From an optimization exercise on the open Yosys and OpenROAD flow, aimed at small area; shortcuts taken in it are not production practice.
In this exercise RTL edits were held to simulation tests only and were not proved equivalent to the original. No driver is modelled on the clock port, so clocking that relies on it looks cheaper here than on a real chip.

== job 6709 ==
// kcpsm6
module kcpsm6 (address, instruction, bram_enable, in_port, out_port, port_id, write_strobe, k_write_strobe, read_strobe, interrupt, interrupt_ack, sleep, reset, clk) ;
parameter [7:0] 	hwbuild = 8'h00 ;
parameter [11:0] 	interrupt_vector = 12'h3FF ;
parameter integer scratch_pad_memory_size = 64 ;   
output [11:0]	address ;
input	 [17:0]    	instruction ;
output		bram_enable ;
input	 [7:0]	in_port ;
output [7:0]	out_port ;
output [7:0]	port_id ;
output		write_strobe ;
output		k_write_strobe ;
output		read_strobe ;
input			interrupt ;
output		interrupt_ack ;
input			sleep ;
input			reset ;
input			clk ;
function lut_bit(input [63:0] init, input [5:0] idx);
Size: ~2900 cells after synthesis, ~63 I/O pins.
==> flow/config.mk <==
export PLATFORM = sky130hd
export DESIGN_NAME = kcpsm6
export DESIGN_NICKNAME = kcpsm6
export VERILOG_FILES = /design/flow/design.v
export SDC_FILE = /design/flow/constraint.sdc
export NUM_CORES = 4
export LEC_CHECK = 0
export CAP_MARGIN = 20
export CORE_MARGIN = 2
export CORE_UTILIZATION = 70
export CTS_BUF_LIST = sky130_fd_sc_hd__clkbuf_16
export CTS_CLUSTER_DIAMETER = 80
export CTS_CLUSTER_SIZE = 30
export PLACE_DENSITY = 0.85
export SLEW_MARGIN = 20
export SYNTH_HIERARCHICAL = 1
export SYNTH_MINIMUM_KEEP_SIZE = 0
==> flow/constraint.sdc <==
create_clock -name core_clock -period 9.0 [get_ports {clk}]
set_input_delay 1.8000 -clock core_clock [delete_from_list [all_inputs] [get_ports {clk}]]
set_output_delay 1.8000 -clock core_clock [all_outputs]
set_load 0.01 [all_outputs]
standard.sh (not shown) runs the stock make flow with config.mk's settings and CLKGATE_MAP_FILE= SYNTH_SCRIPT=/design/flow/synth_recipe.tcl, a recipe that flattens the netlist after the stock synthesis.
==> flow/flow/run.sh <==
#!/bin/bash
# The standard layout, with two changes: every input and output port is
# buffered with sky130_fd_sc_hd__buf_1 (the standard flow's buffer_ports picks
# a larger delay buffer), and the clock tree is built without dummy loads
# (CTS's load-balancing cells that drive nothing), with the same CTS settings
# as config.mk otherwise. make's full output goes to flow_make.log; each ORFS
# step keeps its own log under orfs/logs/.
set -euo pipefail
bash standard.sh \
  "BUFFER_PORTS_ARGS=-inputs -outputs -buffer_cell sky130_fd_sc_hd__buf_1" \
  "CTS_ARGS=-sink_clustering_enable -repair_clock_nets -sink_clustering_size 30 -sink_clustering_max_diameter 80 -buf_list sky130_fd_sc_hd__clkbuf_16 -dont_use_dummy_load" \
  finish > flow_make.log 2>&1
> inputs changed (job 6709 -> job 496)
==> flow/flow/run.sh <==
#!/bin/bash
set -euo pipefail
bash standard.sh \
  "CTS_ARGS=-sink_clustering_enable -repair_clock_nets -sink_clustering_size 30 -sink_clustering_max_diameter 80 -buf_list sky130_fd_sc_hd__clkbuf_16 -dont_use_dummy_load" \
  finish > flow_make.log 2>&1
==> comparison <==
Job 496 ended with every stage complete and zero timing, DRC or antenna violations.
Clock period minus worst slack in job 496 is 0.18 ns higher than in job 6709
Delta (job 496 minus job 6709): final area climbed about 0.7%; via count decreased by 0.46% relative to the old numbers.
Relative to job 496, the following input files were edited for job 9315:
diff --git a/flow/flow/run.sh b/flow/flow/run.sh
--- a/flow/flow/run.sh
+++ b/flow/flow/run.sh
@@ -1,0 +2,8 @@
+# The standard layout, with three changes: every input and output port is
+# buffered with sky130_fd_sc_hd__buf_1 (the standard flow's buffer_ports picks
+# a larger delay buffer), and the clock tree is built without dummy loads
+# (CTS's load-balancing cells that drive nothing), with the same CTS settings
+# as config.mk otherwise; and after global routing the resizer may slow any
+# path with positive slack to save power (RECOVER_POWER, which downsizes
+# cells). make's full output goes to flow_make.log; each ORFS
+# step keeps its own log under orfs/logs/.
@@ -3,0 +12 @@
+  "BUFFER_PORTS_ARGS=-inputs -outputs -buffer_cell sky130_fd_sc_hd__buf_1" \
@@ -4,0 +14 @@
+  RECOVER_POWER=100 \
--- outcome ---
- Job 496 ended with every stage complete and zero timing, DRC or antenna violations.
- Status job 9315: flow complete, layout not clean - max-capacitance violations, max-slew violations
- Compared job 9315 against job 496; total vias in the final route within noise.
- From job 496 to job 9315 the numbers moved as follows: post-route fraction of the period consumed by the critical path rose by 3.5 points, wire length after detailed routing shows a reduction of 3300 um, highest attainable clock frequency fell by about 4%.

==> re-timing with driven ports <==
In the flow no input, the clock included, has a driving cell. The finished layouts below were timed again as built, in two steps. Step 1, drivers: a clkbuf_16 drives clk and a buf_2 each remaining input, both assumed. Step 2 also shifts input and output timing later by t, the mid clock arrival at the registers, as if the neighbouring blocks saw the same clock. Three values: ideal ports, drivers, drivers and shift; two values: the first two.
run	t, ns	setup WS [ns]	worst setup path at the end	worst register clock-pin slew, ns
job 6709	0.699	1.280 / 1.222 / 0.929	input to register	0.12 / 0.12
job 496	0.705	1.102 / 1.073 / 0.522	input to register	0.11 / 0.11
job 9315	0.697	0.784 / 0.798 / 0.101	input to register	0.11 / 0.11
The setup slack of job 9315, which loses most, moves by +0.014 ns with the drivers and by -0.683 ns with both steps.
